Context: an optimization exercise on an open-source flow, tuned for a short achievable clock period and few clock cycles. The choices shown serve that exercise and are no tape-out recipe.
Where RTL was checked, it was by simulation tests only, not by an equivalence proof against the original.
The RTL of run 1 was laid out without a check of its function.
No activity file was given, so power comes from the tool's default toggle rates.

[flow/config.mk]
export PLATFORM = sky130hd
export DESIGN_NAME = riscv_processor
export DESIGN_NICKNAME = riscv_processor
export VERILOG_FILES = /design/flow/design.v
export SDC_FILE = /design/flow/constraint.sdc
export NUM_CORES = 4
export LEC_CHECK = 0
export ABC_CLOCK_PERIOD_IN_PS = 3000
export CAP_MARGIN = 20
export CORE_MARGIN = 2
export CORE_UTILIZATION = 60
export CTS_CLUSTER_DIAMETER = 100
export CTS_CLUSTER_SIZE = 22
export PLACE_DENSITY = 0.75
export SETUP_SLACK_MARGIN = 5
export SLEW_MARGIN = 20
[flow/constraint.sdc]
create_clock -name core_clock -period 12.0 [get_ports {clk}]
set_input_delay 2.4000 -clock core_clock [delete_from_list [all_inputs] [get_ports {clk}]]
set_output_delay 2.4000 -clock core_clock [all_outputs]
set_load 0.01 [all_outputs]
[flow/design.v]
module riscv_processor(clk, rst, imem_addr, imem_rdata, dmem_addr, dmem_wdata, dmem_we, dmem_rdata);
    input clk, rst;
    output [31:0] imem_addr;
    input  [31:0] imem_rdata;
    output [31:0] dmem_addr;
    output [31:0] dmem_wdata;
    output dmem_we;
    input  [31:0] dmem_rdata;
    localparam NB = 4;
    reg [31:0] fa;                   
    reg [31:0] fa_o;                 
    reg        f2v;                  
    reg [31:0] f2pc;
    reg        f2pt;                 
    reg [NB-1:0] f2hv;               
    reg        skv;                  
    reg [31:0] sk, skpc;
    reg        skpt;
    reg [NB-1:0] skhv;
    reg        dv;                   
    reg [31:0] ir, dpc;
    reg        dpt;
    reg [NB-1:0] dhv;
    reg        c1E, c1M, c1W, c1X, c2E, c2M, c2W, c2X;
    reg [NB-1:0] bv;
    reg [31:0] btag [0:NB-1];
    reg [31:0] btgt [0:NB-1];
    reg [NB-1:0] bptr;               
    reg        u_alloc;              
    reg [NB-1:0] u_inval;
    reg [31:0] u_pc, u_tgt;
    reg [31:0] epc;
    reg [NB-1:0] ehv;
    reg [31:0] ea, eb, es, eimm, epc4, ebt;
    reg        e_sub, e_rsum, e_rand, e_ror, e_rslt, e_rimm, e_rlink;
    reg        e_br, e_bne, e_pred, e_jalr, e_load, e_store, e_we, e_jal;
    reg        e_addi;                              
    reg        e_t4;                                
    reg [31:0] e_nimm;                              
    reg [4:0]  erd;
    reg [31:0] mres, mwd;                           
    reg        mst, mload, mwe;
    reg        e_early, m_early;                    
    reg [4:0]  mrd;
    reg [31:0] wres;                                
    reg        wload, wwe;
    reg [4:0]  wrd;
    reg [31:0] wbv;                                 
    reg        w2we;
    reg [4:0]  w2rd;
    wire [31:0] res;                                
    reg [31:0] rf [1:31];
    reg [31:1] rv;                                  
    wire [4:0] dop = ir[6:2];
    wire d_R  = dop == 5'b01100;
    wire d_I  = dop == 5'b00100;
    wire d_L  = dop == 5'b00000;
    wire d_S  = dop == 5'b01000;
    wire d_B  = dop == 5'b11000;
    wire d_J  = dop == 5'b11011;
    wire d_JR = dop == 5'b11001;
    wire d_U  = dop == 5'b01101;
    wire [2:0] f3 = ir[14:12];
    wire [4:0] rs1 = ir[19:15];
    wire [4:0] rs2 = ir[24:20];
    wire [4:0] rd  = ir[11:7];
    wire use1 = d_R | d_I | d_L | d_S | d_B | d_JR;
    wire use2 = d_R | d_S | d_B;
    wire d_bimm = d_I | d_L | d_S | d_JR | d_U;
    wire d_we = (d_R | d_I | d_L | d_J | d_JR | d_U) & (rd != 5'd0);
    wire [31:0] immI = {{20{ir[31]}}, ir[31:20]};
    wire [31:0] immS = {{20{ir[31]}}, ir[31:25], ir[11:7]};
    wire [31:0] immB = {{20{ir[31]}}, ir[7], ir[30:25], ir[11:8], 1'b0};
    wire [31:0] immJ = {{12{ir[31]}}, ir[19:12], ir[20], ir[30:21], 1'b0};
    wire [31:0] immU = {ir[31:12], 12'b0};
    wire [31:0] dimm = d_S ? immS : (d_U ? immU : immI);
    wire [31:0] dbtJ = dpc + immJ;
    wire [31:0] dbtB = dpc + immB;
    wire [31:0] dbt  = ({32{d_J}} & dbtJ) | ({32{~d_J}} & dbtB);    
    wire [31:0] dpc4 = dpc + 32'd4;
    wire [31:0] rv0 = {rv, 1'b0};
    wire [31:0] rf1 = rv0[rs1] ? rf[rs1] : 32'd0;
    wire [31:0] rf2 = rv0[rs2] ? rf[rs2] : 32'd0;
    wire hE1 = e_we & c1E;
    wire hM1 = mwe  & c1M;
    wire hW1 = wwe  & c1W;
    wire hX1 = w2we & c1X;
    wire hE2 = e_we & c2E;
    wire hM2 = mwe  & c2M;
    wire hW2 = wwe  & c2W;
    wire hX2 = w2we & c2X;
    wire d_ldx0 = dv & d_L & (rs1 == 5'd0) & ~e_load & ~e_store;
    wire mld = mload & ~m_early;                    
    wire st1 = use1 & ((hE1 & e_load) | (~hE1 & hM1 & mld));
    wire st2 = use2 & ((hE2 & e_load) | (~hE2 & hM2 & mld));
    wire stallD = dv & (st1 | st2);
    wire [31:0] wbv_n = wload ? dmem_rdata : wres;
    wire sE1 = hE1, sM1 = ~hE1 & hM1, sW1 = ~hE1 & ~hM1 & hW1, sX1 = ~hE1 & ~hM1 & ~hW1 & hX1;
    wire sR1 = ~hE1 & ~hM1 & ~hW1 & ~hX1;
    wire sE2 = hE2, sM2 = ~hE2 & hM2, sW2 = ~hE2 & ~hM2 & hW2, sX2 = ~hE2 & ~hM2 & ~hW2 & hX2;
    wire sR2 = ~hE2 & ~hM2 & ~hW2 & ~hX2;
    wire [31:0] mres_n = m_early ? dmem_rdata : mres;
    wire [31:0] dA = ({32{sE1}} & res) | ({32{sM1}} & mres_n) | ({32{sW1}} & wbv_n) |
                     ({32{sX1}} & wbv) | ({32{sR1}} & rf1);
    wire [31:0] dB = ({32{sE2}} & res) | ({32{sM2}} & mres_n) | ({32{sW2}} & wbv_n) |
                     ({32{sX2}} & wbv) | ({32{sR2}} & rf2);
    wire d_sub = (d_R & (f3 == 3'b000) & ir[30]) | ((d_R | d_I) & (f3 == 3'b010));
    wire [31:0] A  = ea;
    wire [31:0] B  = eb;
    wire [33:0] s34 = {1'b0, A, 1'b1} + {1'b0, B, e_sub};
    wire [31:0] jt = A + eimm;
    wire [31:0] sum = s34[32:1];
    wire lt = ~s34[33];
    assign res = ({32{e_rsum}} & sum) | ({32{e_rand}} & (A & B)) | ({32{e_ror}} & (A | B)) |
                      {31'd0, e_rslt & lt} | ({32{e_rimm}} & eimm) | ({32{e_rlink}} & epc4);
    wire eq = (A == B);
    wire taken = e_br & (eq ^ e_bne);
    wire redirE = (e_br & ~e_t4 & (taken ^ e_pred)) | e_jalr;
    wire [31:0] tgtE = e_jalr ? jt : (e_pred ? epc4 : ebt);
    wire fz = d_B & e_addi & ((c1E & (rs2 == 5'd0)) | ((rs1 == 5'd0) & c2E));
    wire fz_taken = (ea == e_nimm) ^ ir[12];
    wire spred = ir[31] | (~ir[12] & (rs1 == rs2));
    wire d_des = d_J | (d_B & (fz ? fz_taken : (dpt | spred)));
    wire d_t4 = (d_B & (ir[31:25] == 7'd0) & (ir[11:7] == 5'b00100)) |
                (d_J & (ir[31:12] == 20'h00400));
    wire redirD = dv & ~stallD & ~redirE & ~d_t4 & (d_des ^ dpt);
    wire [31:0] tgtD = d_des ? dbt : dpc4;
    reg [NB-1:0] hv;
    reg [31:0] btarget;
    integer k;
    always @(*) begin
        btarget = 32'd0;
        for (k = 0; k < NB; k = k + 1) begin
            hv[k] = bv[k] & (btag[k] == fa);
            btarget = btarget | ({32{hv[k]}} & btgt[k]);
        end
    end
    wire bhit = |hv;
    wire flush = redirE | redirD;
    wire issue = dv & ~stallD & ~redirE;
    assign imem_addr = fa_o;
    always @(posedge clk or posedge rst) begin
        if (rst) begin
            f2v <= 1'b0; skv <= 1'b0; dv <= 1'b0;
        end else begin
            f2v  <= ~flush & ~stallD;
            if (flush) begin
                skv <= 1'b0;
                dv  <= 1'b0;
            end else if (stallD) begin
                if (~skv) skv <= f2v;
            end else begin
                skv <= 1'b0;
                dv  <= skv | f2v;
            end
        end
    end
    wire redirD_nE = dv & ~stallD & ~d_t4 & (d_des ^ dpt);
    wire [31:0] fa_nD = redirD_nE ? tgtD : (stallD ? fa : (bhit ? btarget : fa + 32'd4));
    wire [31:0] fa_bT = (e_pred | e_t4) ? fa_nD : ebt;      
    wire [31:0] fa_bN = (e_pred & ~e_t4) ? epc4 : fa_nD;    
    wire [31:0] fa_n = e_jalr ? jt : (e_br ? (taken ? fa_bT : fa_bN) : fa_nD);
    always @(posedge clk or posedge rst) begin
        if (rst) fa <= 32'd0;
        else     fa <= fa_n;
    end
    always @(posedge clk) begin
        if (rst) fa_o <= 32'd0;
        else     fa_o <= fa_n;
    end
    wire [31:0] nir = skv ? sk : imem_rdata;
    always @(posedge clk) begin
        if (stallD) begin
            c1E <= 1'b0; c1M <= c1E; c1W <= c1M; c1X <= c1W;
            c2E <= 1'b0; c2M <= c2E; c2W <= c2M; c2X <= c2W;
        end else begin
            c1E <= nir[19:15] == rd;  c1M <= nir[19:15] == erd;
            c1W <= nir[19:15] == mrd; c1X <= nir[19:15] == wrd;
            c2E <= nir[24:20] == rd;  c2M <= nir[24:20] == erd;
            c2W <= nir[24:20] == mrd; c2X <= nir[24:20] == wrd;
        end
    end
    always @(posedge clk) begin
        f2pc <= fa;
        f2pt <= bhit;
        f2hv <= hv;
        if (stallD) begin
            if (~skv) begin
                sk   <= imem_rdata;
                skpc <= f2pc;
                skpt <= f2pt;
                skhv <= f2hv;
            end
        end else begin
            ir  <= nir;
            dpc <= skv ? skpc : f2pc;
            dpt <= skv ? skpt : f2pt;
            dhv <= skv ? skhv : f2hv;
        end
    end
    always @(posedge clk or posedge rst) begin
        if (rst) begin
            e_br <= 1'b0; e_jalr <= 1'b0; e_load <= 1'b0; e_store <= 1'b0; e_we <= 1'b0;
            e_jal <= 1'b0; e_addi <= 1'b0; e_early <= 1'b0;
        end else begin
            e_jal   <= issue & d_J;
            e_early <= issue & d_ldx0;
            e_br    <= issue & d_B;
            e_jalr  <= issue & d_JR;
            e_load  <= issue & d_L;
            e_store <= issue & d_S;
            e_we    <= issue & d_we;
            e_addi  <= issue & d_we & d_I & (f3 == 3'b000);
        end
    end
    always @(posedge clk) begin
        begin
            ea   <= dA;
            eb   <= (d_bimm ? dimm : dB) ^ {32{d_sub}};
            es   <= dB;
            eimm <= dimm;
            epc4 <= dpc4;
            ebt  <= dbt;
            e_sub   <= d_sub;
            e_rsum  <= ((d_R | d_I) & (f3 == 3'b000)) | d_L | d_S;
            e_rand  <= (d_R | d_I) & (f3 == 3'b111);
            e_ror   <= (d_R | d_I) & (f3 == 3'b110);
            e_rslt  <= (d_R | d_I) & (f3 == 3'b010);
            e_rimm  <= d_U;
            e_rlink <= d_J | d_JR;
            e_bne   <= ir[12];
            e_pred  <= d_des;
            e_t4    <= d_t4;
            e_nimm  <= 32'd0 - immI;
            epc     <= dpc;
            ehv     <= dhv;
            erd     <= rd;
        end
    end
    reg [31:0] maddr;
    assign dmem_addr  = maddr;
    assign dmem_wdata = mwd;
    assign dmem_we    = mst;
    always @(posedge clk or posedge rst) begin
        if (rst) begin
            mload <= 1'b0; mwe <= 1'b0; m_early <= 1'b0;
            wload <= 1'b0; wwe <= 1'b0; w2we <= 1'b0;
        end else begin
            mload <= e_load;
            m_early <= e_early;
            mwe   <= e_we;
            wload <= mload;
            wwe   <= mwe;
            w2we  <= wwe;
        end
    end
    always @(posedge clk) begin
        mst <= ~rst & e_store;
    end
    always @(posedge clk) begin
        maddr <= rst ? 32'd0 : (d_ldx0 ? immI : res);
    end
    always @(posedge clk) begin
        mres <= res;
        mwd  <= es;
        mrd  <= erd;
        wres <= mres;
        wrd  <= mrd;
        wbv  <= wbv_n;
        w2rd <= wrd;
    end
    reg [NB-1:0] upres;
    always @(*) begin
        for (k = 0; k < NB; k = k + 1) upres[k] = bv[k] & (btag[k] == u_pc);
    end
    always @(posedge clk or posedge rst) begin
        if (rst) begin
            u_alloc <= 1'b0; u_inval <= {NB{1'b0}};
            bv <= {NB{1'b0}}; bptr <= {{(NB-1){1'b0}}, 1'b1};
        end else begin
            u_alloc <= (taken | e_jal) & ~|ehv & ~e_t4;
            u_inval <= (e_br & ~taken) ? ehv : {NB{1'b0}};
            if (u_alloc & ~|upres) begin
                bv   <= (bv & ~u_inval) | bptr;
                bptr <= {bptr[NB-2:0], bptr[NB-1]};
            end else begin
                bv   <= bv & ~u_inval;
            end
        end
    end
    always @(posedge clk) begin
        u_pc  <= epc;
        u_tgt <= ebt;
        for (k = 0; k < NB; k = k + 1)
            if (u_alloc & ~|upres & bptr[k]) begin
                btag[k] <= u_pc;
                btgt[k] <= u_tgt;
            end
    end
    always @(posedge clk or posedge rst) begin
        if (rst) rv <= 31'd0;
        else if (w2we) rv[w2rd] <= 1'b1;
    end
    always @(posedge clk) begin
        if (w2we) rf[w2rd] <= wbv;
    end
endmodule
[flow/flow/run.sh]
#!/bin/bash
set -euo pipefail
cd "$(dirname "$0")/.."
bash standard.sh SETUP_SLACK_MARGIN=8.8 "BUFFER_PORTS_ARGS=-buffer_cell sky130_fd_sc_hd__buf_4" finish > standard.log 2>&1
[flow/standard.sh]
#!/bin/bash
# synth_recipe.tcl (not shown) runs the flow's synth.tcl, then flattens the netlist and writes it again
# the make line also repeats each setting of config.mk as NAME=value (left out here)
make -C /OpenROAD-flow-scripts/flow DESIGN_CONFIG=/design/flow/config.mk WORK_HOME=/design/flow/orfs CLKGATE_MAP_FILE= SYNTH_SCRIPT=/design/flow/synth_recipe.tcl "${@:-finish}"
==> results of run 1 <==
## flip-flops by register name, indices dropped and copies added (netlist names), 31 cells and up, named ones only
name   flops
ea        32
eb        32
ebt       32
btag     128
fa        32
fa_o      32
eimm      32
mres      32
es        32
rf       992
mwd       32
rv        31
maddr     32
u_pc      32
wres      32
dpc       32
skpc      32
btgt     128
f2pc      32
u_tgt     32
epc4      32
wbv       32
## cell usage in the layout, fill, tap and decap left out, types with 75 or more instances in the layout
master and count:
buf_4 458, a21oi_1 242, ha_1 91, mux2i_1 177
xor2_1 153, edfxtp_1 1382, o21ai_0 107, clkbuf_1 82
nand4_1 80, xnor2_1 290, a21o_1 75, inv_1 180
buf_6 169, nand3_1 83, clkbuf_16 114, nor2_1 211
nand2_1 244, mux4_2 594, dfxtp_1 388, dfxtp_2 150
## repair_timing
| item | CTS | global route |
|---|---|---|
| cloned | 37 | 4 |
| setup endpoints to repair | 787 | 526 |
| pin swaps | 188 | 232 |
| gates resized for setup | 990 | 366 |
| buffers inserted | 298 | 136 |
## cells by family (layout without fill, tap and decap cells)
logic type / after synthesis / count (layout) / share of synthesized area (%)
other cells: 0 / 9 / 0
mux: 909 / 909 / 17.7
flops: 2056 / 2056 / 59.0
buf+inv: 612 / 1165 / 2.67
fa+ha+maj: 158 / 158 / 2.14
compound gates: 1156 / 1156 / 8.40
xor+xnor: 474 / 474 / 4.43
simple gates: 1065 / 1067 / 5.65
## stage by stage
stage | total power (W) | utilization (%) | cell area, sq um
floorplan | 0.0112 | - | 94500
global placement | 0.0126 | 62.8 | 97900
detailed placement | 0.0126 | 62.8 | 97900
CTS | 0.0174 | 69.7 | 109000
global route | 0.0185 | 71.6 | 112000
finish | 0.0181 | 71.6 | 112000
## power by group through the flow
| stage | clock network [W] | logic [W] | registers (W) |
|---|---|---|---|
| 6_report | 0.00403 | 0.00457 | 0.00950 |
| 5_1_grt | 0.00425 | 0.00471 | 0.00951 |
| 4_1_cts | 0.00401 | 0.00396 | 0.00938 |
| 3_5_place_dp | 0 | 0.00301 | 0.00963 |
| 3_3_place_gp | 0 | 0.00299 | 0.00960 |
| 2_1_floorplan | 0 | 0.00229 | 0.00887 |
## worst paths after layout
| check | cells after the start | slack [ns] | to | startpoint |
|---|---|---|---|---|
| setup / recovery | 1 | 8.22 | dmem_addr[23] | maddr[23]$_SDFF_PP0_ |
| hold / removal | 0 | 0.32 | u_pc[30]$_DFF_P_ | epc[30]$_DFF_P_ |
| setup reg to reg | 16 | 8.38 | fa_o[27]$_SDFF_PP0_ | ir[21]$_DFFE_PN_ |
| hold reg to reg | 0 | 0.32 | u_pc[30]$_DFF_P_ | epc[30]$_DFF_P_ |
| max in group asynchronous | 4 | 9.16 | fa[16]$_DFF_PP0_ | rst |
| min in group asynchronous | 3 | 1.88 | fa[27]$_DFF_PP0_ | rst |
## final cells by class
class | count | area, sq um
Clock inverter | 4 | 61.3
Antenna cell | 9 | 22.5
Timing Repair inverter | 1 | 8.76
Inverter | 201 | 820
Tap cell | 2058 | 2570
Multi-Input combinational cell | 3764 | 40600
Clock buffer | 192 | 3040
Sequential cell | 2056 | 55900
Timing Repair Buffer | 767 | 8520
Fill cell | 9579 | 44300
## metal layers
layer,global-route usage (%),vias to the layer above,share of wire [%]
met4,27.2,16,8.5
li1,-,26069,-
met1,53.4,32988,34
met2,62.3,5484,44
met3,12.5,1372,13
met5,0,-,0.045
==> flow_metrics.py, run 1 <==
metrics = {
    "status": {
        "status": "finished clean",
    },
    "sta": {
        "max_slew_margin_pct": 16.6,
        "finalCritPeriodShare_pct": 31.5,
        "clock.fmax_mhz": 264,
        "setup_slack_ns": 8.22,
        "fin_skew_ns": 0.0462,
        "period_needed_ns": 3.78,
        "fin_tns_setup_ns": 0,
        "tightest_slew_ns": 1.25,
        "hold_viol_final": 0,
        "hold_slack_ns": 0.323,
        "grt_setup_unrepaired": "yes",
        "setup_viol": 0,
        "report.final.slew_viol_count": 0,
    },
    "flow_run": {
        "cap_violations": 0,
    },
    "grt": {
        "grt_use_total_pct": 41.7,
        "grt_pass1_wl_microns": 467000,
        "grt-ovfl-total": 0,
        "grt_pass1_vias": 63676,
        "grt_max_degree": 68,
        "antenna_found_initial": 19,
    },
    "worst_setup_path": {
        "worst_ep_required_time_ns": 9.60,
        "cp_slowest_cell": "dfxtp_4",
        "path_cells": "buf_6",
        "cp_max_fo": 1,
        "startpoint_type": "flip-flop",
        "crit_buf_inv": 1,
        "critical_path_arrival_ns": 1.38,
        "path_delay_family": "flip-flops",
        "worstSetupPathType": "flip-flop to primary output",
        "crit_path_end_kind": "primary output",
        "slowest_delay_ns": 0.46,
    },
    "pwr": {
        "power_frac_comb_pct": 25.2,
        "leakagePower_nw": 39.2,
        "p_int_w": 0.0122,
        "swShare_pct": 32.7,
        "p_switching_w": 0.00593,
        "powerDensity_nw_per_um2": 162,
        "ir_worst_vdd_mv": 0.219,
        "seqPwrFrac_pct": 52.5,
        "pwr-share-clk_pct": 22.3,
    },
    "drt": {
        "dr.pass1.iters": 10,
        "first_iter_violations": 11084,
        "drc": 0,
        "wl_per_cell_microns": 37.1,
        "vias": 65929,
        "ant_nets": 0,
        "routed_via_density": 7.28,
        "routed_wl_microns": 336000,
    },
    "finish": {
        "final_cells": 9052,
        "synthToLayoutAreaGrowth_pct": 18.7,
        "layout-drive-gt1-share_pct": 34.6,
        "final_nets": 7119,
    },
    "yosys": {
        "post-synth-top-area-cell": "edfxtp_1",
        "ys.flop_type": "edfxtp_1",
        "ys_top_cells_by_count": "1,382 x edfxtp_1, 594 x mux4_2, 581 x dfxtp_1",
        "synth_area_leaders": "edfxtp_1 44%, mux4_2 14%, dfxtp_1 12%",
        "synth_edf_count": 1382,
        "post-synth-top-count-cell": "edfxtp_1",
        "yosys_warnings": 3,
        "syn-mean-instance-area_sq_um": 14.6,
        "syn_inst": 6430,
        "async_reset_ff_share_pct": 4.52,
        "synth_cell_type_count": 99,
        "syn_area_sq_um": 94000,
        "synth_top_cell_area_share_pct": 44.2,
        "ys_ff_latch": 2056,
        "syn_nets": 6654,
        "synth-seq-area-share_pct": 59.0,
    },
    "clock_network": {
        "htreeDepth": 3,
        "cts_sinks": 2056,
        "tritoncts": "done",
        "cts_hold_buffers": 0,
        "path_clk_slew_ns": 0.09,
        "root_buffer": "clkbuf_16",
        "clk_latency_ns": 0.81,
        "cts_max_path_buffers": 3,
        "cts_buffers": 104,
    },
    "floorplan": {
        "row_count": 145,
        "die_w_microns": 400,
        "chipHeight_microns": 400,
        "start_util_pct": 60.3,
        "core_sq_um": 156000,
        "dieArea_sq_um": 160000,
        "num_io_pins": 163,
    },
    "placement": {
        "pre_cts_slack_ns": 6.77,
        "dpl.hpwl_microns": 197000,
        "port_buffers": 160,
        "place_inst": 8372,
        "place.gp.congestion": 1.03,
    },
    "worst_hold_path": {
        "holdCritPathClass": "flip-flop to flip-flop",
    },
}
==> run 2: changes to the inputs <==
--- a/flow/design.v
+++ b/flow/design.v
@@ -95,15 +95,9 @@
     wire st2 = use2 & ((hE2 & e_load) | (~hE2 & hM2 & mld));
     wire stallD = dv & (st1 | st2);
     wire [31:0] wbv_n = wload ? dmem_rdata : wres;
-    wire sE1 = hE1, sM1 = ~hE1 & hM1, sW1 = ~hE1 & ~hM1 & hW1, sX1 = ~hE1 & ~hM1 & ~hW1 & hX1;
-    wire sR1 = ~hE1 & ~hM1 & ~hW1 & ~hX1;
-    wire sE2 = hE2, sM2 = ~hE2 & hM2, sW2 = ~hE2 & ~hM2 & hW2, sX2 = ~hE2 & ~hM2 & ~hW2 & hX2;
-    wire sR2 = ~hE2 & ~hM2 & ~hW2 & ~hX2;
     wire [31:0] mres_n = m_early ? dmem_rdata : mres;
-    wire [31:0] dA = ({32{sE1}} & res) | ({32{sM1}} & mres_n) | ({32{sW1}} & wbv_n) |
-                     ({32{sX1}} & wbv) | ({32{sR1}} & rf1);
-    wire [31:0] dB = ({32{sE2}} & res) | ({32{sM2}} & mres_n) | ({32{sW2}} & wbv_n) |
-                     ({32{sX2}} & wbv) | ({32{sR2}} & rf2);
+    wire [31:0] dA = hE1 ? res : hM1 ? mres_n : hW1 ? wbv_n : hX1 ? wbv : rf1;
+    wire [31:0] dB = hE2 ? res : hM2 ? mres_n : hW2 ? wbv_n : hX2 ? wbv : rf2;
     wire d_sub = (d_R & (f3 == 3'b000) & ir[30]) | ((d_R | d_I) & (f3 == 3'b010));
     wire [31:0] A  = ea;
     wire [31:0] B  = eb;
@@ -155,11 +149,7 @@
             end
         end
     end
-    wire redirD_nE = dv & ~stallD & ~d_t4 & (d_des ^ dpt);
-    wire [31:0] fa_nD = redirD_nE ? tgtD : (stallD ? fa : (bhit ? btarget : fa + 32'd4));
-    wire [31:0] fa_bT = (e_pred | e_t4) ? fa_nD : ebt;      
-    wire [31:0] fa_bN = (e_pred & ~e_t4) ? epc4 : fa_nD;    
-    wire [31:0] fa_n = e_jalr ? jt : (e_br ? (taken ? fa_bT : fa_bN) : fa_nD);
+    wire [31:0] fa_n = redirE ? tgtE : (redirD ? tgtD : (stallD ? fa : (bhit ? btarget : fa + 32'd4)));
     always @(posedge clk or posedge rst) begin
         if (rst) fa <= 32'd0;
         else     fa <= fa_n;
==> flow_metrics.py, run 2 <==
metrics = {
    "sta": {
        "finalCritPeriodShare_pct": 31.3,
        "setup_viol": 0,
        "fin_skew_ns": 0.0690,
        "period_needed_ns": 3.76,
        "tightest_slew_ns": 1.31,
        "fin_tns_setup_ns": 0,
        "max_slew_margin_pct": 12.4,
        "clock.fmax_mhz": 266,
        "setup_slack_ns": 8.24,
        "grt_setup_unrepaired": "yes",
        "hold_viol_final": 0,
        "report.final.slew_viol_count": 0,
    },
    "yosys": {
        "syn_area_sq_um": 93800,
        "yosys_warnings": 3,
        "async_reset_ff_share_pct": 4.52,
        "synth_area_leaders": "edfxtp_1 44%, mux4_2 14%, dfxtp_1 12%",
        "syn_inst": 6509,
        "post-synth-top-count-cell": "edfxtp_1",
        "syn-mean-instance-area_sq_um": 14.4,
        "synth_top_cell_area_share_pct": 44.3,
        "syn_nets": 6733,
        "post-synth-top-area-cell": "edfxtp_1",
        "synth_edf_count": 1382,
        "ys_ff_latch": 2056,
        "synth-seq-area-share_pct": 59.1,
        "ys_top_cells_by_count": "1,382 x edfxtp_1, 593 x mux4_2, 581 x dfxtp_1",
        "ys.flop_type": "edfxtp_1",
        "synth_cell_type_count": 101,
    },
    "finish": {
        "layout-drive-gt1-share_pct": 34.4,
        "largest_reg_flops": 992,
        "synthToLayoutAreaGrowth_pct": 18.5,
        "fin_util_pct": 71.4,
        "final_common_cell": "edfxtp_1",
        "final_cells": 9109,
        "largestRegisters": "rf x992, btag x128, btgt x128",
        "final_cell_mix": "1,382 x edfxtp_1, 593 x mux4_2, 439 x buf_4, 386 x dfxtp_1, 324 x xnor2_1",
        "top_register": "rf",
        "final_nets": 7206,
    },
    "placement": {
        "place_inst": 8459,
        "dpl.hpwl_microns": 192000,
        "place.gp.congestion": 0.985,
        "pre_cts_slack_ns": 6.73,
        "port_buffers": 160,
    },
    "worst_setup_path": {
        "cp_slowest_cell": "dfxtp_4",
        "cp_max_fo": 6,
        "slowest_delay_ns": 0.40,
        "crit_path_end_kind": "flip-flop",
        "worst_ep_required_time_ns": 12.69,
        "startpoint_type": "flip-flop",
        "r2r_slack_ns": 8.24,
        "critical_path_arrival_ns": 4.45,
        "cp_common_cell": "buf_6",
        "path_cells": "inv_1, ha_4, nor4_4, nand4_1, buf_4, a2111oi_4, nor3_4, buf_12, and3b_1, a21boi_4, buf_12, buf_6, buf_6, a21o_4, buf_6, a211oi_2, o22ai_2, and2_4",
        "worstSetupPathType": "flip-flop to flip-flop",
    },
    "pwr": {
        "powerDensity_nw_per_um2": 160,
        "ir_worst_vdd_mv": 0.210,
        "total_power_w": 0.0177,
        "leakagePower_nw": 39.2,
    },
    "floorplan": {
        "chipHeight_microns": 399,
        "start_util_pct": 60.2,
        "row_count": 145,
        "die_w_microns": 399,
        "core_sq_um": 156000,
        "dieArea_sq_um": 159000,
        "num_io_pins": 163,
    },
    "clock_network": {
        "cts_max_path_buffers": 3,
        "clk_latency_ns": 0.82,
        "htreeDepth": 3,
        "root_buffer": "clkbuf_16",
        "cts_sinks": 2056,
        "tritoncts": "done",
        "cts_buffers": 104,
        "path_clk_slew_ns": 0.10,
    },
    "drt": {
        "met3_length_microns": 41000,
        "first_iter_violations": 10013,
        "dr.pass1.iters": 8,
        "wl_met1_microns": 108000,
        "routed_via_density": 7.23,
        "wl_met2_microns": 151000,
        "ant_nets": 0,
        "highest_layer": "met5",
        "vias": 65844,
        "routed_wl_microns": 333000,
        "drc": 0,
        "wl_per_cell_microns": 36.6,
    },
    "grt": {
        "grt-ovfl-total": 0,
        "grt_pass1_vias": 63320,
        "grt_pass1_wl_microns": 453000,
        "grt_use_total_pct": 40.2,
        "grt_max_degree": 77,
        "antenna_found_initial": 21,
    },
    "flow_run": {
        "cap_violations": 0,
    },
    "status": {
        "status": "finished clean",
    },
    "worst_hold_path": {
        "holdCritPathClass": "flip-flop to flip-flop",
    },
}
[run 2: what timing repair did]
item | 4_1_cts | 5_1_grt
gates resized for setup | 1020 | 406
setup buffers | 271 | 163
pin swaps | 153 | 211
hold buffers | 0 | 0
gates cloned | 34 | 7
endpoints found under the setup margin | 731 | 552
[run 2: where the power goes]
part | leakage [nW] | internal [W] | switching [W]
Clock | 1.42 | 0.00166 | 0.00228
Combinational | 18.9 | 0.00197 | 0.00229
Sequential | 18.9 | 0.00842 | 0.00112
Total | 39.2 | 0.0120 | 0.00569
[run 2: critical path: cells and delay by family (launching register included)]
kind / cells / cell delay [ns]
AOI/OAI and AO/OA: 5 / 1.16
and+or+nand+nor: 5 / 0.95
buffers and inverters: 7 / 0.93
DFF: 1 / 0.40
adders and majority gates: 1 / 0.24
[run 2: worst paths after layout]
| path | startpoint | to | cells past startpoint |
|---|---|---|---|
| worst max register to register | ea[5]$_DFF_P_ | fa_o[7]$_SDFF_PP0_ | 18 |
| min in group asynchronous | rst | fa[24]$_DFF_PP0_ | 2 |
| worst max-delay path | ea[5]$_DFF_P_ | fa_o[7]$_SDFF_PP0_ | 18 |
| worst min-delay path | epc[18]$_DFF_P_ | u_pc[18]$_DFF_P_ | 0 |
| worst min register to register | epc[18]$_DFF_P_ | u_pc[18]$_DFF_P_ | 0 |
| max in group asynchronous | rst | wload$_DFF_PP0_ | 3 |
[run 2: metal layers]
layer | GRT usage [%] | up-vias
li1 | - | 26074
met1 | 49.5 | 32738
met2 | 60.9 | 5553
met3 | 9.94 | 1457
met4 | 32.2 | 22
met5 | 0 | -
[run 2: logic make-up (layout without fill, tap and decap cells)]
group,count (synthesis),in the layout,synth area share (%)
compound gates,1189,1190,8.12
flops,2056,2056,59.1
buf+inv,612,1143,2.60
xor+xnor,459,459,4.29
other cells,0,9,0
mux,938,938,18.0
fa+ha+maj,158,158,2.14
simple gates,1097,1098,5.67
[run 2: stage by stage]
| step | cell area (sq um) | hold WS, ns |
|---|---|---|
| floorplan | 94200 | 0.310 |
| global placement | 97700 | 0.310 |
| detailed placement | 97700 | 0.312 |
| CTS | 108000 | 0.315 |
| global route | 111000 | 0.320 |
| finish | 111000 | 0.309 |
[run 2: cell type report]
class | instances | area (sq um)
Sequential cell | 2056 | 55900
Fill cell | 9625 | 44500
Multi-Input combinational cell | 3843 | 40200
Timing Repair Buffer | 773 | 8660
Clock buffer | 158 | 2850
Tap cell | 2058 | 2570
Inverter | 204 | 827
Clock inverter | 8 | 120
Antenna cell | 9 | 22.5
Testbench counts of run 2, summed over its fixed seeds: cycles 128,965.

## afterwards: timing with drivers on the ports
The results above use ideal ports. As a check the final layouts listed here were re-extracted and re-timed, cells and wires unchanged.
Step 1 assumes that a clkbuf_16 drives the clock port and a buf_2 every other input.
Step 2 adds t to the input delays and takes it off the output delays; t is the mean of the earliest and latest rising clock arrival at the registers after step 1. Input paths then give back, and output paths get back, about the clock's delay inside the block.
a / b / c = no drivers / after step 1 / after step 2; a / b = the first two.
| run | shift t [ns] | setup WS [ns] | worst setup path at the end | pins driven straight from the clock port |
|---|---|---|---|---|
| run 1 | 0.875 | 8.218 / 8.130 / 7.838 | input to register | 1 |
| run 2 | 0.869 | 8.243 / 8.228 / 7.790 | input to register | 1 |
After both steps setup and hold are still met in every run listed. The setup slack of run 2, which loses most, moves by -0.015 ns with the drivers and by -0.453 ns with both steps.
